Source: an optimization exercise on an open RTL-to-GDS flow (aim: small area, a short achievable clock period and few clock cycles). Production flows keep margins and buffers that such runs may drop. Only simulation tests tie the RTL to the original design; equivalence was not proved.

## 07-27
// LASER
module LASER (
    input CLK,
    input RST,
    input [3:0] X,
    input [3:0] Y,
    output reg [3:0] C1X,
    output reg [3:0] C1Y,
    output reg [3:0] C2X,
    output reg [3:0] C2Y,
    output reg DONE
);
Size in the first run: roughly 6,100 cells after synthesis, ~730 flip-flops, ~50,000 um2 of cells after synthesis.
==> module LASER, before the edit <==
module LASER (
    input CLK,
    input RST,
    input [3:0] X,
    input [3:0] Y,
    output reg [3:0] C1X,
    output reg [3:0] C1Y,
    output reg [3:0] C2X,
    output reg [3:0] C2Y,
    output reg DONE
);
    reg [3:0] px [0:39];      
    reg [4:0] yr [0:39];      
    reg [39:0] pm;            
    reg       run;            
    reg [5:0] in_cnt;
    reg [4:0] cyc;            
    reg       par;            
    reg [5:0] b_cnt;
    reg [3:0] b_x, b_y;
    wire rowcyc = run & (cyc <= 5'd11);
    wire mcyc   = run & (cyc == 5'd16);
    wire ecyc   = run & (cyc == 5'd15);
    wire dcyc   = run & (cyc == 5'd14);    
    wire clr    = run & (cyc == 5'd12);    
    wire last_in = ~run & (in_cnt == 6'd39);
    reg [4:0] ndelta;         
    reg [4:0] delta_n;
    wire [3:0] b_y_n;         
    always @* begin
        if (RST)
            delta_n = 5'd0;
        else if (!run)
            delta_n = last_in ? 5'd1 : (in_cnt == 6'd38) ? 5'd2 : 5'd0;
        else if (cyc <= 5'd9 || cyc == 5'd16)
            delta_n = 5'd1;
        else if (cyc == 5'd14)
            delta_n = same ? 5'd0 : {1'b0, b_y_n} - 5'd13;
        else if (cyc == 5'd15)
            delta_n = 5'd2 - {1'b0, b_y};
        else
            delta_n = 5'd0;
    end
    always @(posedge CLK) ndelta <= -delta_n;
    genvar t, c;
    wire [4:0] yr_in [0:39];
    generate
        for (t = 0; t < 40; t = t + 1) begin : ys
            wire [4:0] s;
            laser_add5 u_add (.a(yr[(t + 39) % 40]), .b(ndelta), .s(s));
            if (t == 0) begin : in0
                wire [4:0] ny = last_in ? {1'b0, Y} - 5'd2 : {1'b0, Y};
                assign yr_in[t] = run ? s : ny;
            end else begin : nx
                assign yr_in[t] = s;
            end
        end
    endgenerate
    wire [11:0] colbit [0:39];
    wire [39:0] newmask;
    reg [11:0] bx_hot;        
    generate
        for (t = 0; t < 40; t = t + 1) begin : tg
            laser_tfun u_tf (.px(px[t]), .yr(yr[t]), .en(~pm[t]), .col(colbit[t]));
            assign newmask[t] = |(colbit[t] & bx_hot);
        end
    endgenerate
    reg [13-1:0] pa [0:11];
    reg [5:0] cnt [0:11];
    generate
        for (c = 0; c < 12; c = c + 1) begin : pc
            wire [39:0] bits;
            for (t = 0; t < 40; t = t + 1) begin : bb
                assign bits[t] = colbit[t][c];
            end
            wire [13-1:0] part;
            wire [5:0] sum;
            pc40_a u_a (.in(bits), .out(part));
            pc40_b u_b (.in(pa[c]), .out(sum));
            always @(posedge CLK) begin
                pa[c] <= part;
                cnt[c] <= sum;
            end
        end
    endgenerate
    reg [5:0] mc [0:2];
    reg [3:0] mx [0:2];
    generate
        for (c = 0; c < 3; c = c + 1) begin : am
            wire [5:0] v0 = cnt[4*c], v1 = cnt[4*c+1], v2 = cnt[4*c+2], v3 = cnt[4*c+3];
            wire g01 = v1 > v0, g02 = v2 > v0, g03 = v3 > v0;
            wire g12 = v2 > v1, g13 = v3 > v1, g23 = v3 > v2;
            wire w0 = ~g01 & ~g02 & ~g03;
            wire w1 = g01 & ~g12 & ~g13;
            wire w2 = g02 & g12 & ~g23;
            always @(posedge CLK) begin
                mc[c] <= w0 ? v0 : w1 ? v1 : w2 ? v2 : v3;
                mx[c] <= w0 ? (4*c + 2) : w1 ? (4*c + 3) : w2 ? (4*c + 4) : (4*c + 5);
            end
        end
    endgenerate
    reg vB, vC, vD, fB, fC, fD;
    reg [3:0] rB, rC, rD;
    wire g01 = mc[1] > mc[0];
    wire g02 = mc[2] > mc[0];
    wire g12 = mc[2] > mc[1];
    wire w0 = (fD | (mc[0] > b_cnt)) & ~g01 & ~g02;
    wire w1 = (fD | (mc[1] > b_cnt)) & g01 & ~g12;
    wire w2 = (fD | (mc[2] > b_cnt)) & g02 & g12;
    wire take = vD & (w0 | w1 | w2);
    wire [5:0] rmc = w0 ? mc[0] : w1 ? mc[1] : mc[2];
    wire [3:0] rmx = w0 ? mx[0] : w1 ? mx[1] : mx[2];
    assign b_y_n = take ? rD : b_y;
    wire [3:0] b_x_n = take ? rmx : b_x;
    wire same = par ? (b_x_n == C1X && b_y_n == C1Y) : (b_x_n == C2X && b_y_n == C2Y);
    wire m00 = (Y == 4'd0 && X <= 4'd4) || (Y <= 4'd2 && X <= 4'd3) ||
               (Y == 4'd3 && X <= 4'd2) || (Y == 4'd4 && X == 4'd0);
    integer i;
    always @(posedge CLK) begin
        px[0] <= run ? px[39] : (X ^ {1'b0, X[3:1]});    
        yr[0] <= yr_in[0];
        pm[0] <= run ? (mcyc ? newmask[39] : pm[39] & ~clr) : m00;
        for (i = 1; i < 40; i = i + 1) begin
            px[i] <= px[i-1];
            yr[i] <= yr_in[i];
            pm[i] <= mcyc ? newmask[i-1] : pm[i-1] & ~clr;
        end
        vB <= rowcyc;
        fB <= (cyc == 5'd0);
        rB <= cyc[3:0] + 4'd2;
        vC <= vB; fC <= fB; rC <= rB;
        vD <= vC; fD <= fC; rD <= rC;
        if (take) begin
            b_cnt <= rmc;
            b_x <= rmx;
            for (i = 0; i < 12; i = i + 1)
                bx_hot[i] <= (rmx == i + 2);
            b_y <= rD;
        end
        if (RST) begin
            run <= 1'b0;
            in_cnt <= 6'd0;
            DONE <= 1'b0;
        end else if (!run) begin
            DONE <= 1'b0;
            in_cnt <= last_in ? 6'd0 : in_cnt + 6'd1;
            if (last_in)
                run <= 1'b1;
        end else if (dcyc && same) begin
            DONE <= 1'b1;
            run <= 1'b0;
        end
        if (last_in) begin
            cyc <= 5'd0;
            par <= 1'b0;
            C1X <= 4'd0;  C1Y <= 4'd0;
            C2X <= 4'd15; C2Y <= 4'd15;
        end else begin
            cyc <= mcyc ? 5'd0 : cyc + 5'd1;
            if (ecyc) begin
                par <= ~par;
                if (par) begin C1X <= b_x; C1Y <= b_y; end
                else     begin C2X <= b_x; C2Y <= b_y; end
            end
        end
    end
endmodule
make LEC_CHECK=0 ABC_AREA=1 CAP_MARGIN=30 CORE_MARGIN=2 CORE_UTILIZATION=40 SETUP_SLACK_MARGIN=5 SLEW_MARGIN=20 finish   # period 10.0 ns
run.sh (not shown) runs the stock make flow with config.mk's settings and CLKGATE_MAP_FILE= SYNTH_SCRIPT=/design/flow/synth_recipe.tcl, a recipe that flattens the netlist after the stock synthesis.
07-27 was carried through to the last stage, and its layout satisfied the timing, DRC and antenna checks.
Testbench counts of 07-27, summed over its fixed seeds: cycles 15,260.
Modified inputs, 12-19 compared to 07-27
diff --git a/flow/design.v b/flow/design.v
--- a/flow/design.v
+++ b/flow/design.v
@@ -18,51 +18,48 @@
     reg       par;            
     reg [5:0] b_cnt;
     reg [3:0] b_x, b_y;
     wire rowcyc = run & (cyc <= 5'd11);
     wire mcyc   = run & (cyc == 5'd16);
     wire ecyc   = run & (cyc == 5'd15);
-    wire dcyc   = run & (cyc == 5'd14);    
     wire clr    = run & (cyc == 5'd12);    
     wire last_in = ~run & (in_cnt == 6'd39);
+    wire same = par ? (b_x == C1X && b_y == C1Y) : (b_x == C2X && b_y == C2Y);
     reg [4:0] ndelta;         
     reg [4:0] delta_n;
     wire [3:0] b_y_n;         
     always @* begin
         if (RST)
             delta_n = 5'd0;
         else if (!run)
             delta_n = last_in ? 5'd1 : (in_cnt == 6'd38) ? 5'd2 : 5'd0;
         else if (cyc <= 5'd9 || cyc == 5'd16)
             delta_n = 5'd1;
         else if (cyc == 5'd14)
-            delta_n = same ? 5'd0 : {1'b0, b_y_n} - 5'd13;
+            delta_n = {1'b0, b_y_n} - 5'd13;
         else if (cyc == 5'd15)
-            delta_n = 5'd2 - {1'b0, b_y};
+            delta_n = same ? 5'd0 : 5'd2 - {1'b0, b_y};
         else
             delta_n = 5'd0;
     end
     always @(posedge CLK) ndelta <= -delta_n;
     genvar t, c;
     wire [4:0] yr_in [0:39];
     generate
         for (t = 0; t < 40; t = t + 1) begin : ys
-            wire [4:0] s;
-            laser_add5 u_add (.a(yr[(t + 39) % 40]), .b(ndelta), .s(s));
-            if (t == 0) begin : in0
-                wire [4:0] ny = last_in ? {1'b0, Y} - 5'd2 : {1'b0, Y};
-                assign yr_in[t] = run ? s : ny;
-            end else begin : nx
-                assign yr_in[t] = s;
-            end
+            wire [4:0] a = (t == 0) ? (run ? yr[39] : {1'b0, Y}) : yr[(t + 39) % 40];
+            laser_add5 u_add (.a(a), .b(ndelta), .s(yr_in[t]));
         end
     endgenerate
     wire [11:0] colbit [0:39];
     wire [39:0] newmask;
-    reg [11:0] bx_hot;        
+    wire [11:0] bx_hot;
     generate
+        for (c = 0; c < 12; c = c + 1) begin : bh
+            assign bx_hot[c] = (b_x == c + 2);
+        end
         for (t = 0; t < 40; t = t + 1) begin : tg
             laser_tfun u_tf (.px(px[t]), .yr(yr[t]), .en(~pm[t]), .col(colbit[t]));
             assign newmask[t] = |(colbit[t] & bx_hot);
         end
     endgenerate
     reg [13-1:0] pa [0:11];
@@ -84,21 +81,22 @@
         end
     endgenerate
     reg [5:0] mc [0:2];
     reg [3:0] mx [0:2];
     generate
         for (c = 0; c < 3; c = c + 1) begin : am
-            wire [5:0] v0 = cnt[4*c], v1 = cnt[4*c+1], v2 = cnt[4*c+2], v3 = cnt[4*c+3];
-            wire g01 = v1 > v0, g02 = v2 > v0, g03 = v3 > v0;
-            wire g12 = v2 > v1, g13 = v3 > v1, g23 = v3 > v2;
-            wire w0 = ~g01 & ~g02 & ~g03;
-            wire w1 = g01 & ~g12 & ~g13;
-            wire w2 = g02 & g12 & ~g23;
+            wire t0 = cnt[4*c+1] > cnt[4*c];
+            wire [5:0] c0 = t0 ? cnt[4*c+1] : cnt[4*c];
+            wire [1:0] x0 = t0 ? 2'd1 : 2'd0;
+            wire t1 = cnt[4*c+3] > cnt[4*c+2];
+            wire [5:0] c1 = t1 ? cnt[4*c+3] : cnt[4*c+2];
+            wire [1:0] x1 = t1 ? 2'd3 : 2'd2;
+            wire t2 = c1 > c0;
             always @(posedge CLK) begin
-                mc[c] <= w0 ? v0 : w1 ? v1 : w2 ? v2 : v3;
-                mx[c] <= w0 ? (4*c + 2) : w1 ? (4*c + 3) : w2 ? (4*c + 4) : (4*c + 5);
+                mc[c] <= t2 ? c1 : c0;
+                mx[c] <= (4*c + 2) + (t2 ? x1 : x0);
             end
         end
     endgenerate
     reg vB, vC, vD, fB, fC, fD;
     reg [3:0] rB, rC, rD;
     wire g01 = mc[1] > mc[0];
@@ -108,14 +106,12 @@
     wire w1 = (fD | (mc[1] > b_cnt)) & g01 & ~g12;
     wire w2 = (fD | (mc[2] > b_cnt)) & g02 & g12;
     wire take = vD & (w0 | w1 | w2);
     wire [5:0] rmc = w0 ? mc[0] : w1 ? mc[1] : mc[2];
     wire [3:0] rmx = w0 ? mx[0] : w1 ? mx[1] : mx[2];
     assign b_y_n = take ? rD : b_y;
-    wire [3:0] b_x_n = take ? rmx : b_x;
-    wire same = par ? (b_x_n == C1X && b_y_n == C1Y) : (b_x_n == C2X && b_y_n == C2Y);
     wire m00 = (Y == 4'd0 && X <= 4'd4) || (Y <= 4'd2 && X <= 4'd3) ||
                (Y == 4'd3 && X <= 4'd2) || (Y == 4'd4 && X == 4'd0);
     integer i;
     always @(posedge CLK) begin
         px[0] <= run ? px[39] : (X ^ {1'b0, X[3:1]});    
         yr[0] <= yr_in[0];
@@ -130,26 +126,24 @@
         rB <= cyc[3:0] + 4'd2;
         vC <= vB; fC <= fB; rC <= rB;
         vD <= vC; fD <= fC; rD <= rC;
         if (take) begin
             b_cnt <= rmc;
             b_x <= rmx;
-            for (i = 0; i < 12; i = i + 1)
-                bx_hot[i] <= (rmx == i + 2);
             b_y <= rD;
         end
         if (RST) begin
             run <= 1'b0;
             in_cnt <= 6'd0;
             DONE <= 1'b0;
         end else if (!run) begin
             DONE <= 1'b0;
             in_cnt <= last_in ? 6'd0 : in_cnt + 6'd1;
             if (last_in)
                 run <= 1'b1;
-        end else if (dcyc && same) begin
+        end else if (ecyc && same) begin
             DONE <= 1'b1;
             run <= 1'b0;
         end
         if (last_in) begin
             cyc <= 5'd0;
             par <= 1'b0;
## What came out
- Delta (12-19 minus 07-27): height of the chip fell 3.1 um; sequential share of cell area closely matched the old numbers; met1 track utilization from global routing lower; well tap count decreased by about 0.7% relative to the old numbers; synthesis-to-finish area growth went down by 0.26 points.
- The post-synthesis cell area in 12-19 sits 880 um2 below the value recorded for 07-27.
Testbench counts of 12-19, summed over its fixed seeds: cycles 15,420.

## afterwards: timing with drivers on the ports
The flow's constraints put no driver on any port. The routed layouts listed below were extracted and timed again, unchanged, in two steps.
Step 1 sets driving cells, clkbuf_16 on the clock port and buf_2 on the other inputs (assumed; they add their load-dependent delay and slew).
Step 2, shift: input delay + t, output delay - t, t = (earliest + latest rising clock arrival at the registers) / 2. This alone moves slack from input paths to output paths.
Slacks: ideal ports / drivers / drivers and shift; pairs: ideal ports / drivers.
run | t, ns | setup slack, ns | worst slew at a driven data input, ns
07-27 | 0.744 | 6.138 / 6.138 / 6.138 | 0.11
12-19 | 0.736 | 6.209 / 6.209 / 5.736 | 0.04
After both steps every run listed still meets setup and hold. The setup slack of 12-19, which loses most, moves by 0.000 ns with the drivers and by -0.473 ns with both steps.
